This is an optimization exercise on Yosys and OpenROAD, whose aim is small area, a short achievable clock period and few clock cycles per item, not a production implementation. The RTL was checked by simulation tests, not by an equivalence proof against the original design.

[flow/config.mk]
export PLATFORM = sky130hd
export DESIGN_NAME = full_chain_stage4
export DESIGN_NICKNAME = full_chain_stage4
export VERILOG_FILES = /design/flow/design.v
export SDC_FILE = /design/flow/constraint.sdc
export NUM_CORES = 4
export LEC_CHECK = 0
export CAP_MARGIN = 20
export CORE_MARGIN = 10
export CORE_UTILIZATION = 40
export SLEW_MARGIN = 20
[flow/constraint.sdc]
create_clock -name core_clock -period 12.5 [get_ports {clk}]
set_input_delay 2.5000 -clock core_clock [delete_from_list [all_inputs] [get_ports {clk}]]
set_output_delay 2.5000 -clock core_clock [all_outputs]
set_load 0.01 [all_outputs]
[flow/design.v]
`timescale 1ns/1ps
module fc_with_relu_layer #(
    parameter DATA_WIDTH = 16,
    parameter FRACTIONAL_BITS = 8,
    parameter LATENT_DIM_FC = 4,
    parameter NUM_OUT_CHANNELS_FC = 4,
    parameter NUM_OUT_FRAMES_FC = 1
) (
    input wire clk,
    input wire rst_n,
    input wire i_start,
    input wire [LATENT_DIM_FC*DATA_WIDTH-1:0] i_z,
    output wire o_busy,
    output reg o_done_tick,
    output reg [NUM_OUT_CHANNELS_FC*NUM_OUT_FRAMES_FC*DATA_WIDTH-1:0] o_fc_relu_result
);
    localparam signed [31:0] S16_MAX_VAL = (1<<(DATA_WIDTH-1))-1;
    localparam signed [31:0] S16_MIN_VAL = -(1<<(DATA_WIDTH-1));
    localparam signed [31:0] ROUND_CONST = (FRACTIONAL_BITS > 0) ? (1 << (FRACTIONAL_BITS - 1)) : 0;
    function signed [DATA_WIDTH-1:0] weight_fc(input integer i, input integer j);
        begin
            case (i*4+j)
                0: weight_fc = 26;   1: weight_fc = 51;   2: weight_fc = 77;   3: weight_fc = 102;
                4: weight_fc = 128;  5: weight_fc = 154;  6: weight_fc = 179;  7: weight_fc = 205;
                8: weight_fc = 51;   9: weight_fc = 102; 10: weight_fc = 154; 11: weight_fc = 205;
               12: weight_fc = 26;  13: weight_fc = 77;  14: weight_fc = 128; 15: weight_fc = 179;
                default: weight_fc = 0;
            endcase
        end
    endfunction
    function signed [DATA_WIDTH-1:0] bias_fc(input integer i);
        begin
            case (i)
                0: bias_fc = 3; 1: bias_fc = 5; 2: bias_fc = 8; 3: bias_fc = 10;
                default: bias_fc = 0;
            endcase
        end
    endfunction
    localparam IDLE = 1'b0, COMPUTE = 1'b1;
    reg current_state, next_state;
    always @(posedge clk or negedge rst_n) begin
        if (!rst_n) current_state <= IDLE;
        else current_state <= next_state;
    end
    always @* begin
        next_state = current_state;
        o_done_tick = 1'b0;
        case (current_state)
            IDLE: if (i_start) next_state = COMPUTE;
            COMPUTE: begin
                o_done_tick = 1'b1;
                next_state = IDLE;
            end
            default: next_state = IDLE;
        endcase
    end
    assign o_busy = (current_state == COMPUTE);
    reg [NUM_OUT_CHANNELS_FC*DATA_WIDTH-1:0] temp_combined_result_comb;
    reg signed [DATA_WIDTH-1:0] fc_intermediate_val;
    reg signed [31:0] acc;
    reg signed [31:0] prod;
    integer i, j;
    always @* begin
        temp_combined_result_comb = o_fc_relu_result;
        fc_intermediate_val = 0;
        acc = 0;
        prod = 0;
        for (i = 0; i < NUM_OUT_CHANNELS_FC; i = i + 1) begin
            acc = 32'sd0;
            for (j = 0; j < LATENT_DIM_FC; j = j + 1) begin
                prod = $signed(i_z[j*DATA_WIDTH +: DATA_WIDTH]) * weight_fc(i, j);
                acc = acc + ((prod + ROUND_CONST) >>> FRACTIONAL_BITS);
            end
            acc = acc + bias_fc(i);
            if (acc > S16_MAX_VAL) fc_intermediate_val = S16_MAX_VAL;
            else if (acc < S16_MIN_VAL) fc_intermediate_val = S16_MIN_VAL;
            else fc_intermediate_val = acc[DATA_WIDTH-1:0];
            if (fc_intermediate_val < 0) temp_combined_result_comb[i*DATA_WIDTH +: DATA_WIDTH] = 0;
            else temp_combined_result_comb[i*DATA_WIDTH +: DATA_WIDTH] = fc_intermediate_val;
        end
    end
    always @(posedge clk or negedge rst_n) begin
        if (!rst_n) o_fc_relu_result <= 0;
        else if (o_done_tick) o_fc_relu_result <= temp_combined_result_comb;
    end
endmodule
module upsample_module #(
    parameter NUM_CHANNELS = 4,
    parameter FRAMES_PER_CHANNEL_IN = 1,
    parameter SCALE_FACTOR = 2,
    parameter DATA_WIDTH = 16
) (
    input wire clk,
    input wire rst_n,
    input wire i_start,
    input wire [NUM_CHANNELS*FRAMES_PER_CHANNEL_IN*DATA_WIDTH-1:0] i_data,
    output reg o_done_tick,
    output reg [NUM_CHANNELS*FRAMES_PER_CHANNEL_IN*SCALE_FACTOR*DATA_WIDTH-1:0] o_result
);
    localparam FRAMES_PER_CHANNEL_OUT = FRAMES_PER_CHANNEL_IN * SCALE_FACTOR;
    reg [NUM_CHANNELS*FRAMES_PER_CHANNEL_OUT*DATA_WIDTH-1:0] temp_result_comb;
    localparam IDLE = 1'b0, UPSAMPLE_DATA = 1'b1;
    reg current_state, next_state;
    always @(posedge clk or negedge rst_n) begin
        if (!rst_n) current_state <= IDLE;
        else current_state <= next_state;
    end
    always @* begin
        next_state = current_state;
        o_done_tick = 1'b0;
        case (current_state)
            IDLE: if (i_start) next_state = UPSAMPLE_DATA;
            UPSAMPLE_DATA: begin
                o_done_tick = 1'b1;
                next_state = IDLE;
            end
            default: next_state = IDLE;
        endcase
    end
    integer ch, out_fr;
    always @* begin
        for (ch = 0; ch < NUM_CHANNELS; ch = ch + 1)
            for (out_fr = 0; out_fr < FRAMES_PER_CHANNEL_OUT; out_fr = out_fr + 1)
                temp_result_comb[(ch*FRAMES_PER_CHANNEL_OUT+out_fr)*DATA_WIDTH +: DATA_WIDTH] =
                    i_data[(ch*FRAMES_PER_CHANNEL_IN+out_fr/SCALE_FACTOR)*DATA_WIDTH +: DATA_WIDTH];
    end
    always @(posedge clk or negedge rst_n) begin
        if (!rst_n) o_result <= 0;
        else if (o_done_tick) o_result <= temp_result_comb;
    end
endmodule
module conv1d_module #(
    parameter LAYER = 1,
    parameter DATA_WIDTH = 16,
    parameter FRACTIONAL_BITS = 8,
    parameter NUM_IN_CHANNELS  = 4,
    parameter NUM_OUT_CHANNELS = 2,
    parameter KERNEL_SIZE      = 3,
    parameter PADDING          = 1,
    parameter STRIDE           = 1,
    parameter NUM_IN_FRAMES    = 2,
    parameter P_NUM_OUT_FRAMES = ((NUM_IN_FRAMES + 2 * PADDING) - KERNEL_SIZE) / STRIDE + 1
) (
    input wire clk,
    input wire rst_n,
    input wire i_start,
    input wire [NUM_IN_CHANNELS*NUM_IN_FRAMES*DATA_WIDTH-1:0] i_data,
    output reg [NUM_OUT_CHANNELS*P_NUM_OUT_FRAMES*DATA_WIDTH-1:0] o_result,
    output reg o_busy,
    output reg o_done_tick
);
    localparam NUM_IN_FRAMES_PADDED = NUM_IN_FRAMES + 2 * PADDING;
    localparam signed [31:0] S16_MAX_VAL = (1<<(DATA_WIDTH-1))-1;
    localparam signed [31:0] S16_MIN_VAL = -(1<<(DATA_WIDTH-1));
    localparam signed [31:0] ROUND_CONST = (FRACTIONAL_BITS > 0) ? (1<<(FRACTIONAL_BITS-1)) : 0;
    function signed [DATA_WIDTH-1:0] kernel(input integer oc, input integer ic, input integer k);
        begin
            kernel = 0;
            if (LAYER == 1) begin
                case ((oc*4+ic)*3+k)
                    0: kernel = 26;  1: kernel = 51;  2: kernel = 26;
                    3: kernel = 77;  4: kernel = 26;  5: kernel = 51;
                    6: kernel = 51;  7: kernel = 77;  8: kernel = 26;
                    9: kernel = 26; 10: kernel = 26; 11: kernel = 77;
                   12: kernel = 102; 13: kernel = 51; 14: kernel = 26;
                   15: kernel = 26; 16: kernel = 77; 17: kernel = 102;
                   18: kernel = 77; 19: kernel = 51; 20: kernel = 51;
                   21: kernel = 51; 22: kernel = 102; 23: kernel = 26;
                    default: kernel = 0;
                endcase
            end else if (LAYER == 2) begin
                case ((oc*2+ic)*3+k)
                    0: kernel = 128; 1: kernel = 26; 2: kernel = 51;
                    3: kernel = 51;  4: kernel = 77; 5: kernel = 128;
                    default: kernel = 0;
                endcase
            end else begin
                case (oc*1+ic+k)
                    0: kernel = 205; 1: kernel = 230;
                    default: kernel = 0;
                endcase
            end
        end
    endfunction
    function signed [DATA_WIDTH-1:0] bias(input integer oc);
        begin
            bias = 0;
            if (LAYER == 1) bias = (oc == 0) ? 16'sd13 : 16'sd15;
            else if (LAYER == 2) bias = 16'sd18;
            else bias = (oc == 0) ? 16'sd20 : 16'sd23;
        end
    endfunction
    localparam S_IDLE = 1'b0, S_COMPUTE = 1'b1;
    reg current_state, next_state;
    always @(posedge clk or negedge rst_n) begin
        if (!rst_n) current_state <= S_IDLE;
        else current_state <= next_state;
    end
    always @* begin
        next_state = current_state;
        o_done_tick = 1'b0;
        o_busy = 1'b0;
        case (current_state)
            S_IDLE: if (i_start) next_state = S_COMPUTE;
            S_COMPUTE: begin
                o_busy = 1'b1;
                o_done_tick = 1'b1;
                next_state = S_IDLE;
            end
            default: next_state = S_IDLE;
        endcase
    end
    reg [NUM_OUT_CHANNELS*P_NUM_OUT_FRAMES*DATA_WIDTH-1:0] temp_o_result_comb;
    reg signed [31:0] acc_mac_local;
    reg signed [31:0] prod_mac_local;
    reg signed [DATA_WIDTH-1:0] x;
    integer oc, of, ic_m, k_m, ifi;
    always @* begin
        acc_mac_local = 0;
        prod_mac_local = 0;
        x = 0;
        for (oc = 0; oc < NUM_OUT_CHANNELS; oc = oc + 1) begin
            for (of = 0; of < P_NUM_OUT_FRAMES; of = of + 1) begin
                acc_mac_local = 32'sd0;
                for (ic_m = 0; ic_m < NUM_IN_CHANNELS; ic_m = ic_m + 1) begin
                    for (k_m = 0; k_m < KERNEL_SIZE; k_m = k_m + 1) begin
                        ifi = of * STRIDE + k_m;
                        if (ifi < PADDING || ifi >= NUM_IN_FRAMES + PADDING) x = 0;
                        else x = i_data[(ic_m*NUM_IN_FRAMES + ifi - PADDING)*DATA_WIDTH +: DATA_WIDTH];
                        prod_mac_local = x * kernel(oc, ic_m, k_m);
                        acc_mac_local = acc_mac_local + ((prod_mac_local + ROUND_CONST) >>> FRACTIONAL_BITS);
                    end
                end
                acc_mac_local = acc_mac_local + bias(oc);
                if (acc_mac_local > S16_MAX_VAL)
                    temp_o_result_comb[(oc*P_NUM_OUT_FRAMES+of)*DATA_WIDTH +: DATA_WIDTH] = S16_MAX_VAL[DATA_WIDTH-1:0];
                else if (acc_mac_local < S16_MIN_VAL)
                    temp_o_result_comb[(oc*P_NUM_OUT_FRAMES+of)*DATA_WIDTH +: DATA_WIDTH] = S16_MIN_VAL[DATA_WIDTH-1:0];
                else
                    temp_o_result_comb[(oc*P_NUM_OUT_FRAMES+of)*DATA_WIDTH +: DATA_WIDTH] = acc_mac_local[DATA_WIDTH-1:0];
            end
        end
    end
    always @(posedge clk or negedge rst_n) begin
        if (!rst_n) o_result <= 0;
        else if (o_done_tick) o_result <= temp_o_result_comb;
    end
endmodule
module relu_module #(
    parameter NUM_CHANNELS = 4,
    parameter FRAMES_PER_CHANNEL = 1,
    parameter DATA_WIDTH = 16
) (
    input wire clk,
    input wire rst_n,
    input wire i_start,
    input wire [NUM_CHANNELS*FRAMES_PER_CHANNEL*DATA_WIDTH-1:0] i_data,
    output reg o_done_tick,
    output reg [NUM_CHANNELS*FRAMES_PER_CHANNEL*DATA_WIDTH-1:0] o_result
);
    localparam N = NUM_CHANNELS*FRAMES_PER_CHANNEL;
    localparam IDLE = 1'b0, APPLY_RELU = 1'b1;
    reg current_state, next_state;
    always @(posedge clk or negedge rst_n) begin
        if (!rst_n) current_state <= IDLE;
        else current_state <= next_state;
    end
    always @* begin
        next_state = current_state;
        o_done_tick = 1'b0;
        case (current_state)
            IDLE: if (i_start) next_state = APPLY_RELU;
            APPLY_RELU: begin
                o_done_tick = 1'b1;
                next_state = IDLE;
            end
            default: next_state = IDLE;
        endcase
    end
    reg [N*DATA_WIDTH-1:0] temp_result_comb;
    integer e;
    always @* begin
        for (e = 0; e < N; e = e + 1)
            temp_result_comb[e*DATA_WIDTH +: DATA_WIDTH] =
                i_data[e*DATA_WIDTH + DATA_WIDTH-1] ? {DATA_WIDTH{1'b0}} : i_data[e*DATA_WIDTH +: DATA_WIDTH];
    end
    always @(posedge clk or negedge rst_n) begin
        if (!rst_n) o_result <= 0;
        else if (o_done_tick) o_result <= temp_result_comb;
    end
endmodule
module full_chain_stage4 (
    input wire clk,
    input wire rst_n,
    input wire i_top_start,
    input wire [63:0] i_z_top,
    output reg o_top_busy,
    output reg o_top_done_tick,
    output wire [255:0] o_chain_result
);
    localparam DATA_WIDTH = 16;
    localparam FRACTIONAL_BITS = 8;
    wire fc_relu_done_sig, upsample0_done_sig, conv1_done_sig, relu1_done_sig;
    wire upsample1_done_sig, conv2_done_sig, relu2_done_sig, upsample2_done_sig;
    wire conv3_done_sig, relu3_done_sig;
    reg fc_relu_start_sig, upsample0_start_sig, conv1_start_sig, relu1_start_sig;
    reg upsample1_start_sig, conv2_start_sig, relu2_start_sig, upsample2_start_sig;
    reg conv3_start_sig, relu3_start_sig;
    wire [4*1*16-1:0]  data_fc_relu_out;
    wire [4*2*16-1:0]  data_upsample0_out;
    wire [2*2*16-1:0]  data_conv1_out;
    wire [2*2*16-1:0]  data_relu1_out;
    wire [2*4*16-1:0]  data_upsample1_out;
    wire [1*4*16-1:0]  data_conv2_out;
    wire [1*4*16-1:0]  data_relu2_out;
    wire [1*8*16-1:0]  data_upsample2_out;
    wire [2*8*16-1:0]  data_conv3_out;
    fc_with_relu_layer #(
        .DATA_WIDTH(DATA_WIDTH), .FRACTIONAL_BITS(FRACTIONAL_BITS), .LATENT_DIM_FC(4),
        .NUM_OUT_CHANNELS_FC(4), .NUM_OUT_FRAMES_FC(1)
    ) fc_relu_inst (.clk(clk), .rst_n(rst_n), .i_start(fc_relu_start_sig), .i_z(i_z_top), .o_busy(),
                    .o_done_tick(fc_relu_done_sig), .o_fc_relu_result(data_fc_relu_out));
    upsample_module #(.NUM_CHANNELS(4), .FRAMES_PER_CHANNEL_IN(1), .SCALE_FACTOR(2), .DATA_WIDTH(DATA_WIDTH))
    upsample0_inst (.clk(clk), .rst_n(rst_n), .i_start(upsample0_start_sig), .i_data(data_fc_relu_out),
                    .o_done_tick(upsample0_done_sig), .o_result(data_upsample0_out));
    conv1d_module #(.LAYER(1), .DATA_WIDTH(DATA_WIDTH), .FRACTIONAL_BITS(FRACTIONAL_BITS), .NUM_IN_CHANNELS(4),
                    .NUM_OUT_CHANNELS(2), .KERNEL_SIZE(3), .PADDING(1), .STRIDE(1), .NUM_IN_FRAMES(2), .P_NUM_OUT_FRAMES(2))
    conv1_inst (.clk(clk), .rst_n(rst_n), .i_start(conv1_start_sig), .i_data(data_upsample0_out), .o_busy(),
                .o_done_tick(conv1_done_sig), .o_result(data_conv1_out));
    relu_module #(.NUM_CHANNELS(2), .FRAMES_PER_CHANNEL(2), .DATA_WIDTH(DATA_WIDTH))
    relu1_inst (.clk(clk), .rst_n(rst_n), .i_start(relu1_start_sig), .i_data(data_conv1_out),
                .o_done_tick(relu1_done_sig), .o_result(data_relu1_out));
    upsample_module #(.NUM_CHANNELS(2), .FRAMES_PER_CHANNEL_IN(2), .SCALE_FACTOR(2), .DATA_WIDTH(DATA_WIDTH))
    upsample1_inst (.clk(clk), .rst_n(rst_n), .i_start(upsample1_start_sig), .i_data(data_relu1_out),
                    .o_done_tick(upsample1_done_sig), .o_result(data_upsample1_out));
    conv1d_module #(.LAYER(2), .DATA_WIDTH(DATA_WIDTH), .FRACTIONAL_BITS(FRACTIONAL_BITS), .NUM_IN_CHANNELS(2),
                    .NUM_OUT_CHANNELS(1), .KERNEL_SIZE(3), .PADDING(1), .STRIDE(1), .NUM_IN_FRAMES(4), .P_NUM_OUT_FRAMES(4))
    conv2_inst (.clk(clk), .rst_n(rst_n), .i_start(conv2_start_sig), .i_data(data_upsample1_out), .o_busy(),
                .o_done_tick(conv2_done_sig), .o_result(data_conv2_out));
    relu_module #(.NUM_CHANNELS(1), .FRAMES_PER_CHANNEL(4), .DATA_WIDTH(DATA_WIDTH))
    relu2_inst (.clk(clk), .rst_n(rst_n), .i_start(relu2_start_sig), .i_data(data_conv2_out),
                .o_done_tick(relu2_done_sig), .o_result(data_relu2_out));
    upsample_module #(.NUM_CHANNELS(1), .FRAMES_PER_CHANNEL_IN(4), .SCALE_FACTOR(2), .DATA_WIDTH(DATA_WIDTH))
    upsample2_inst (.clk(clk), .rst_n(rst_n), .i_start(upsample2_start_sig), .i_data(data_relu2_out),
                    .o_done_tick(upsample2_done_sig), .o_result(data_upsample2_out));
    conv1d_module #(.LAYER(3), .DATA_WIDTH(DATA_WIDTH), .FRACTIONAL_BITS(FRACTIONAL_BITS), .NUM_IN_CHANNELS(1),
                    .NUM_OUT_CHANNELS(2), .KERNEL_SIZE(1), .PADDING(0), .STRIDE(1), .NUM_IN_FRAMES(8), .P_NUM_OUT_FRAMES(8))
    conv3_inst (.clk(clk), .rst_n(rst_n), .i_start(conv3_start_sig), .i_data(data_upsample2_out), .o_busy(),
                .o_done_tick(conv3_done_sig), .o_result(data_conv3_out));
    relu_module #(.NUM_CHANNELS(2), .FRAMES_PER_CHANNEL(8), .DATA_WIDTH(DATA_WIDTH))
    relu3_inst (.clk(clk), .rst_n(rst_n), .i_start(relu3_start_sig), .i_data(data_conv3_out),
                .o_done_tick(relu3_done_sig), .o_result(o_chain_result));
    localparam [4:0]
        S_IDLE = 5'd0, S_FCR_START = 5'd1, S_FCR_WAIT = 5'd2, S_UP0_START = 5'd3, S_UP0_WAIT = 5'd4,
        S_C1_START = 5'd5, S_C1_WAIT = 5'd6, S_RL1_START = 5'd7, S_RL1_WAIT = 5'd8,
        S_UP1_START = 5'd9, S_UP1_WAIT = 5'd10, S_C2_START = 5'd11, S_C2_WAIT = 5'd12,
        S_RL2_START = 5'd13, S_RL2_WAIT = 5'd14, S_UP2_START = 5'd15, S_UP2_WAIT = 5'd16,
        S_C3_START = 5'd17, S_C3_WAIT = 5'd18, S_RL3_START = 5'd19, S_RL3_WAIT = 5'd20, S_ALL_DONE = 5'd21;
    reg [4:0] current_fsm_state, next_fsm_state;
    always @(posedge clk or negedge rst_n) begin
        if (!rst_n) current_fsm_state <= S_IDLE;
        else current_fsm_state <= next_fsm_state;
    end
    always @* begin
        next_fsm_state = current_fsm_state;
        {fc_relu_start_sig, upsample0_start_sig, conv1_start_sig, relu1_start_sig, upsample1_start_sig,
         conv2_start_sig, relu2_start_sig, upsample2_start_sig, conv3_start_sig, relu3_start_sig} = 10'b0;
        o_top_busy = 1'b1; o_top_done_tick = 1'b0;
        case (current_fsm_state)
            S_IDLE:      begin o_top_busy = 1'b0; if (i_top_start) next_fsm_state = S_FCR_START; end
            S_FCR_START: begin fc_relu_start_sig   = 1'b1; next_fsm_state = S_FCR_WAIT;  end
            S_FCR_WAIT:  if (fc_relu_done_sig)   next_fsm_state = S_UP0_START;
            S_UP0_START: begin upsample0_start_sig = 1'b1; next_fsm_state = S_UP0_WAIT;  end
            S_UP0_WAIT:  if (upsample0_done_sig) next_fsm_state = S_C1_START;
            S_C1_START:  begin conv1_start_sig     = 1'b1; next_fsm_state = S_C1_WAIT;   end
            S_C1_WAIT:   if (conv1_done_sig)     next_fsm_state = S_RL1_START;
            S_RL1_START: begin relu1_start_sig     = 1'b1; next_fsm_state = S_RL1_WAIT;  end
            S_RL1_WAIT:  if (relu1_done_sig)     next_fsm_state = S_UP1_START;
            S_UP1_START: begin upsample1_start_sig = 1'b1; next_fsm_state = S_UP1_WAIT;  end
            S_UP1_WAIT:  if (upsample1_done_sig) next_fsm_state = S_C2_START;
            S_C2_START:  begin conv2_start_sig     = 1'b1; next_fsm_state = S_C2_WAIT;   end
            S_C2_WAIT:   if (conv2_done_sig)     next_fsm_state = S_RL2_START;
            S_RL2_START: begin relu2_start_sig     = 1'b1; next_fsm_state = S_RL2_WAIT;  end
            S_RL2_WAIT:  if (relu2_done_sig)     next_fsm_state = S_UP2_START;
            S_UP2_START: begin upsample2_start_sig = 1'b1; next_fsm_state = S_UP2_WAIT;  end
            S_UP2_WAIT:  if (upsample2_done_sig) next_fsm_state = S_C3_START;
            S_C3_START:  begin conv3_start_sig     = 1'b1; next_fsm_state = S_C3_WAIT;   end
            S_C3_WAIT:   if (conv3_done_sig)     next_fsm_state = S_RL3_START;
            S_RL3_START: begin relu3_start_sig     = 1'b1; next_fsm_state = S_RL3_WAIT;  end
            S_RL3_WAIT:  if (relu3_done_sig)     next_fsm_state = S_ALL_DONE;
            S_ALL_DONE:  begin o_top_done_tick = 1'b1; o_top_busy = 1'b0;
                               next_fsm_state = i_top_start ? S_FCR_START : S_IDLE; end
            default:     begin next_fsm_state = S_IDLE; o_top_busy = 1'b0; end
        endcase
    end
endmodule
[flow/run.sh]
#!/bin/bash
# synth_recipe.tcl (not shown) runs the flow's synth.tcl, then flattens the netlist and writes it again
# the make line also repeats each setting of config.mk as NAME=value (left out here)
make -C /OpenROAD-flow-scripts/flow DESIGN_CONFIG=/design/flow/config.mk WORK_HOME=/design/flow/orfs CLKGATE_MAP_FILE= SYNTH_SCRIPT=/design/flow/synth_recipe.tcl finish
==> impl_metrics.ini <==
[status]
status = timing/DRC/antenna clean

[min_path]
hp-class = reg2reg
whs_endpoint = upsample1_inst.o_result[23]
min_from = relu1_inst.o_result[7]
whs_path_depth = 2

[clock_network]
clock-root-buffer = clkbuf_16
cts_hold_buffers = 0
clkTransAtPathRegs_ns = 0.06
insertion_delay_ns = 0.74
cts_tree = yes
clock_sinks = 782
cts_buffer_depth = 3
htreeDepth = 3
cts_buffers = 93

[drt]
via_per_inst = 5.06
wl_per_cell_um = 17.7
drc = 0
first_pass_iters = 7
totalWireLength_mm = 381
ant_nets = 0
vias = 109000
first_iter_violations = 5234

[global_route]
grt_use_total_pct = 19.6
grt_overflow = 0
grt_pass1_wl_mm = 609
grt_pass1_vias = 110000
grt_max_degree = 144
grt_antenna_before_repair = 9

[place]
placed_area_sq_mm = 0.155
dpl.cell_count = 21300
gp_congestion = 0.973
hpwl_mm = 331
port_buffers = 308
place_ws_ns = -0.234

[cells_and_area]
finish.instance_area_sq_mm = 0.159
finalNetCount = 20800
syn2layout_area_growth_pct = 10.1
instances_no_fill = 21500
drive_gt1_share_pct = 6.38
fin_util_pct = 44.2

[timing]
tns_ns = 0
layout_worst_path_cycle_share_pct = 96.4
tightest_slew_ns = 1.09
finalClockSkew_ns = 0.0410
relSlewSlack_pct = 27.2
finalSetupViolations = 0
hold_viol_final = 0
setup_slack_ns = 0.449
fmaxAchievable_mhz = 83.0
maxSlewViolCount = 0
hold_slack_ns = 0.449
post-route-min-period_ns = 12.05

[setup_path]
cp-end-kind = flip-flop
cp_slowest_stage_delay_ns = 0.61
r2r-start = upsample0_inst.o_result[17]
criticalPathCategory = reg2reg
critPathMaxFanout = 15
required_ns = 13.08
start_kind = flip-flop
r2r_cells = 51
arrival_ns = 12.63
r2r_setup_slack_ns = 0.45
timing.rr.end = conv1_inst.o_result[43]
cpMaxStageDelayCell = fa_1

[logic_synthesis]
yosys.area_share.simple_pct = 11.4
synth-async-reset-ratio_pct = 100
synth.area.mux_share_pct = 0.605
synth_top_family_by_area = adder cells
synth_top_area_share_pct = 23.4
syn-cell-area_sq_mm = 0.144
yosysTopAreaCell = ha_1
synthXorXnorAreaFrac_pct = 8.65
synth.avg_cell_area_sq_um = 8.91
synth_compound_gate_area_share_pct = 13.1
netlist_instances = 16200
yosys-top-cells-area = ha_1, fa_1, dfrtp_1
synth_seq_cells = 782
ys.flop_type = dfrtp_1
synth-edff-count = 0
yosysUniqueCellTypes = 134
yosys_warnings = 11
synth_fa_ha_area_share_pct = 42.6
synth_seq_area_share_pct = 13.6

[die]
core_area_sq_mm = 0.359
dieArea_sq_mm = 0.384
ios = 325
die_w_um = 620
start_util_pct = 40.1
rows = 220
die_y_um = 620

[run]
drv_cap = 0
[cells in the mapped netlist (all sizes together) (93+ instances only)]
cell type,count
inv,3283
ha,2690
fa,1378
xnor2,913
nor2,850
a21oi,783
dfrtp,782
o21ai,728
nand2,683
xor2,504
nor3,289
nand3,263
clkbuf,239
nand3b,217
a21o,204
nor2b,186
buf,168
o21bai,167
o21a,145
and3,126
nand2b,106
and2,93
[worst max-delay path by stage]
stage	from	to	slack [ns]	depth (start not counted)
finish	upsample0_inst.o_result[17]	conv1_inst.o_result[43]	0.45	51
global placement	i_z_top[37]	fc_relu_inst.o_fc_relu_result[18]	-0.15	46
global route	upsample0_inst.o_result[17]	conv1_inst.o_result[37]	-0.10	51
floorplan	i_z_top[17]	fc_relu_inst.o_fc_relu_result[51]	0.46	47
CTS	upsample0_inst.o_result[17]	conv1_inst.o_result[32]	0.02	50
detailed placement	i_z_top[37]	fc_relu_inst.o_fc_relu_result[28]	-0.23	45
[logic make-up after synthesis]
kind of cell               count (synthesis)
adders and majority gates               4071
buffers and inverters                   3697
and+or+nand+nor                         3227
AOI/OAI and AO/OA                       2885
xor gates and xnor gates                1418
DFF                                      782
muxes                                     81
other                                      1
[critical path, delay by kind of cell, from the launching register on]
family / cells / cell delay [ns]
AOI/OAI and AO/OA: 21 / 3.34
buffers and inverters: 5 / 0.61
DFF: 1 / 0.40
and+or+nand+nor: 9 / 2.15
adders and majority gates: 12 / 4.77
xor gates and xnor gates: 4 / 0.63
[flip-flops by register name (all words and copies together) (netlist names), 60 cells and up]
signal / flops
upsample1_inst.o_result: 60
upsample2_inst.o_result: 60
relu2_inst.o_result: 60
conv3_inst.o_result: 144
conv2_inst.o_result: 64
relu3_inst.o_result: 135
conv1_inst.o_result: 64
upsample0_inst.o_result: 60
relu1_inst.o_result: 60
fc_relu_inst.o_fc_relu_result: 60
[cell usage in the layout (no fill, tap or decap), drive strengths merged, types with 54 or more instances in the layout]
cell and instances:
nand2 683, a21boi 71, a21oi 783, a211oi 68, xnor2 913, clkbuf 127, nand3b 217, nor2b 186
or3 72, o31ai 68, fa 1378, or2 77, clkdlybuf4s50 307, ha 2690, o21ai 728, o21bai 167
a31oi 77, inv 3291, nor3 289, buf 483, nand4 83, xor2 504, nand3 263, o21a 145
nor2 850, nand2b 106, and3 126, and2 93, dfrtp 782, o22a 90, a21o 204, a31o 87
o211ai 54
[area by class of cell]
| type | instances | area, sq um |
|---|---|---|
| diodes | 6 | 15.0 |
| clock buffers | 127 | 2740 |
| clock inverters | 46 | 588 |
| fillers | 35600 | 200000 |
| inverters | 3286 | 12300 |
| multi-input cells | 11700 | 110000 |
| flip-flops and latches | 782 | 19600 |
| well taps | 4773 | 5970 |
| repair buffers | 790 | 6810 |
[per-layer routing]
metal	track usage [%]	vias up	routed length [um]
li1	-	54400	-
met1	24.8	52200	167000
met2	34.3	1734	183000
met3	2.11	525	13800
met4	7.26	6	17000
met5	0	-	37
[repair_timing]
action / in CTS / in global routing
setup buffers: 0 / 6
setup endpoints to repair: 0 / 76
gates resized for setup: 0 / 111
Testbench counts, summed over its fixed seeds: cycles 8,072, items 384.

re-timing with driven ports:
No port has a modelled driver above. Below, the same layout with a new extraction and two added sets of constraints.
Step 1 sets driving cells, clkbuf_16 on the clock port and buf_2 on the other inputs (assumed; they add their load-dependent delay and slew).
Step 2 adds t to the input delays and takes it off the output delays; t is the mean of the earliest and latest rising clock arrival at the registers after step 1. Input paths then give back, and output paths get back, about the clock's delay inside the block.
a / b / c = ideal ports / drivers / drivers and shift; a / b = the first two.
t (ns): 0.816
setup slack, ns: 0.449 / 0.449 / -0.064
worst setup path after step 2: input to register
With both steps, setup timing fails in this run, where it was met with ideal ports. The setup slack of this run moves by 0.000 ns with the drivers and by -0.513 ns with both steps.
